What follows belongs to an exercise in optimizing a design on an open flow for small area; a production flow would make more cautious choices. Only simulation tests tie the RTL to the original design; equivalence was not proved.

==> flow/design.v (excerpt) <==
module dwt_pe #(parameter DATA_WIDTH = 32)
(
    input clk,
    input rst,
    input[DATA_WIDTH-1:0] transform1,
    input[DATA_WIDTH-1:0] transform2,
    input[DATA_WIDTH-1:0] transform3,
    input[DATA_WIDTH-1:0] transform4,
    input[DATA_WIDTH-1:0] transform5,
    input[DATA_WIDTH-1:0] transform6,
    input[DATA_WIDTH-1:0] data_in1,
    input[DATA_WIDTH-1:0] data_in2,
    input[DATA_WIDTH-1:0] data_in3,
    input[DATA_WIDTH-1:0] data_in4,
    input[DATA_WIDTH-1:0] data_in5,
    input[DATA_WIDTH-1:0] data_in6,
    output reg [DATA_WIDTH-1:0] data_out
);
    reg [3:0] t;
    wire hi = t[0];
    wire [5:0] ks;
    assign ks[0] = (t[3:1] == 3'd0);
    assign ks[1] = (t[3:1] == 3'd1);
    assign ks[2] = (t[3:1] == 3'd2);
    assign ks[3] = (t[3:1] == 3'd3);
    assign ks[4] = (t[3:1] == 3'd4);
    assign ks[5] = (t[3:1] == 3'd5);
    wire [31:0] ta = (transform1 & {32{ks[0]}}) | (transform2 & {32{ks[1]}}) |
                     (transform3 & {32{ks[2]}}) | (transform4 & {32{ks[3]}}) |
  ...
export LEC_CHECK = 0
export ABC_AREA = 1
export CAP_MARGIN = 20
export CORE_MARGIN = 2
export CORE_UTILIZATION = 40
export PLACE_DENSITY = 0.6
export SLEW_MARGIN = 20
create_clock -name core_clock -period 10.0 [get_ports {clk}]
standard.sh (not shown) runs the stock make flow with config.mk's settings and CLKGATE_MAP_FILE= SYNTH_SCRIPT=/design/flow/synth_recipe.tcl, a recipe that flattens the netlist after the stock synthesis.
==> flow/flow/run.sh <==
#!/bin/bash
# The standard layout (standard.sh) with three changes:
#  - port buffers are buf_1, the smallest buffer, instead of the resizer's
#    own pick (clkdlybuf4s50_1);
#  - synthesis extracts full adders (extract_fa) before the quick abc pass of
#    yosys's fine step rather than after it, so the explicit full adders of
#    the RTL map to fa_1 cells without inverters between them;
#  - the final technology mapping uses flow/map.abc (one &nf pass with area
#    recovery) in place of ORFS's ABC script;
#  - after global routing, ORFS's own power recovery (RECOVER_POWER, which
#    downsizes gates on paths with positive slack) runs on 100% of those paths.
# The rest of synthesis is synth_recipe.tcl and ORFS's synth.tcl unchanged, so
# the registers (their inference, names and cells) are the standard ones.
set -euo pipefail
W=$PWD
sed -e "s|^source \$::env(SCRIPTS_DIR)/synth_preamble.tcl\$|&\nlset abc_args 1 $W/flow/map.abc|" \
    -e 's|^  synth -top $::env(DESIGN_NAME) -run fine: {\*}$synth_full_args$|  synth -top $::env(DESIGN_NAME) -run fine:check -noabc {*}$synth_full_args\n  extract_fa\n  techmap -map $::env(ADDER_MAP_FILE)\n  techmap\n  opt -fast\n  abc -fast\n  opt -fast\n  synth -top $::env(DESIGN_NAME) -run check: {*}$synth_full_args|' \
    "$FLOW_HOME/scripts/synth.tcl" > "$W/synth_map.tcl"
grep -q "^lset abc_args 1 " "$W/synth_map.tcl"
grep -q "^  extract_fa$" "$W/synth_map.tcl"
sed "s|source \$::env(SCRIPTS_DIR)/synth.tcl|source $W/synth_map.tcl|" \
    "$W/synth_recipe.tcl" > "$W/synth_recipe_map.tcl"
grep -q "synth_map.tcl" "$W/synth_recipe_map.tcl"
sed "s|SYNTH_SCRIPT=[^ ]*|SYNTH_SCRIPT=$W/synth_recipe_map.tcl|" "$W/standard.sh" > "$W/standard_map.sh"
grep -q "synth_recipe_map.tcl" "$W/standard_map.sh"
export BUFFER_PORTS_ARGS="-buffer_cell sky130_fd_sc_hd__buf_1"
export RECOVER_POWER=100
bash "$W/standard_map.sh" > "$W/standard.log" 2>&1
==> flow/flow/map.abc <==
&get -n
&st
&dch
&nf -p -R 50
&put
buffer -c
topo
stime -c
upsize -c
dnsize -c
The first run finished but fails on capacitance limit, slew limit.
Change:
--- a/flow/flow/run.sh
+++ b/flow/flow/run.sh
@@ -9,3 +9 @@
-#    recovery) in place of ORFS's ABC script;
-#  - after global routing, ORFS's own power recovery (RECOVER_POWER, which
-#    downsizes gates on paths with positive slack) runs on 100% of those paths.
+#    recovery) in place of ORFS's ABC script.
@@ -27 +24,0 @@
-export RECOVER_POWER=100
The changed run passed the timing, design-rule and antenna checks.
Final cell count stays the same.
Flip-flop and latch count stays the same.
Final area hardly moves.
Non-clock buffer count stays the same.
Wire length stays flat.
Synthesized area is unchanged.
Clock-buffer cell count stays the same.
Via count increases slightly.
Fmax stays flat.
Change:
==> flow/flow/map.abc (replaced) <==
&get -n
&st
&dch
&nf -p -R 20 -F 8
&put
buffer -c
topo
stime -c
upsize -c
dnsize -c
Routed wire length increases by 5.9%.
Global-route usage increases by 1.3 points.
Clock skew decreases by 5.9 ps.
Synthesized cell count increases by 2.9%.
Change:
--- a/flow/flow/run.sh
+++ b/flow/flow/run.sh
@@ -9 +9,3 @@
-#    recovery) in place of ORFS's ABC script.
+#    recovery) in place of ORFS's ABC script;
+#  - after global routing, ORFS's own power recovery (RECOVER_POWER, which
+#    downsizes gates on paths with positive slack) runs on 50% of those paths.
@@ -24,0 +27 @@
+export RECOVER_POWER=50
==> flow/flow/map.abc (replaced) <==
&get -n
&st
&dch
&nf -p -R 50
&put
buffer -c
topo
stime -c
upsize -c
dnsize -c
With this change the flow finished but fails on capacitance limit, slew limit.
Register-to-register slack improved by 160 ps.
Routed wire length falls by 5.5%.
Design area falls by 1.6%.
Flip-flop and latch count does not change.
Die area falls by 1.0%.
Count of clock-buffer cells in the layout is unchanged.
Non-clock buffer count falls by 5.
Global-route usage falls by 1.3 points.
Core utilization hardly moves.

separate check: timing with driven ports:
Ports are ideal in the flow. The routed layouts listed here were re-timed in OpenROAD. Step 1, drivers: a clkbuf_16 drives clk and a buf_2 each remaining input, both assumed. Step 2 times the ports against the registers' clock, not the clock port: input delays grow and output delays shrink by t, the midpoint of the rising clock arrivals with the driver on. Three values: ideal, step 1, step 2; two values: the first two.
run	t, ns	setup WS [ns]	worst setup path after step 2	worst register clock-pin slew, ns	worst data-port slew with drivers (ns)
the first run	0.479	0.681 / 0.681 / 0.450	input to register	0.09 / 0.09	0.23
the second run	0.478	0.660 / 0.660 / 0.541	input to register	0.09 / 0.09	0.23
the third run	0.484	0.516 / 0.516 / 0.516	register to register	0.08 / 0.08	0.08
the fourth run	0.479	0.681 / 0.681 / 0.450	input to register	0.09 / 0.09	0.23
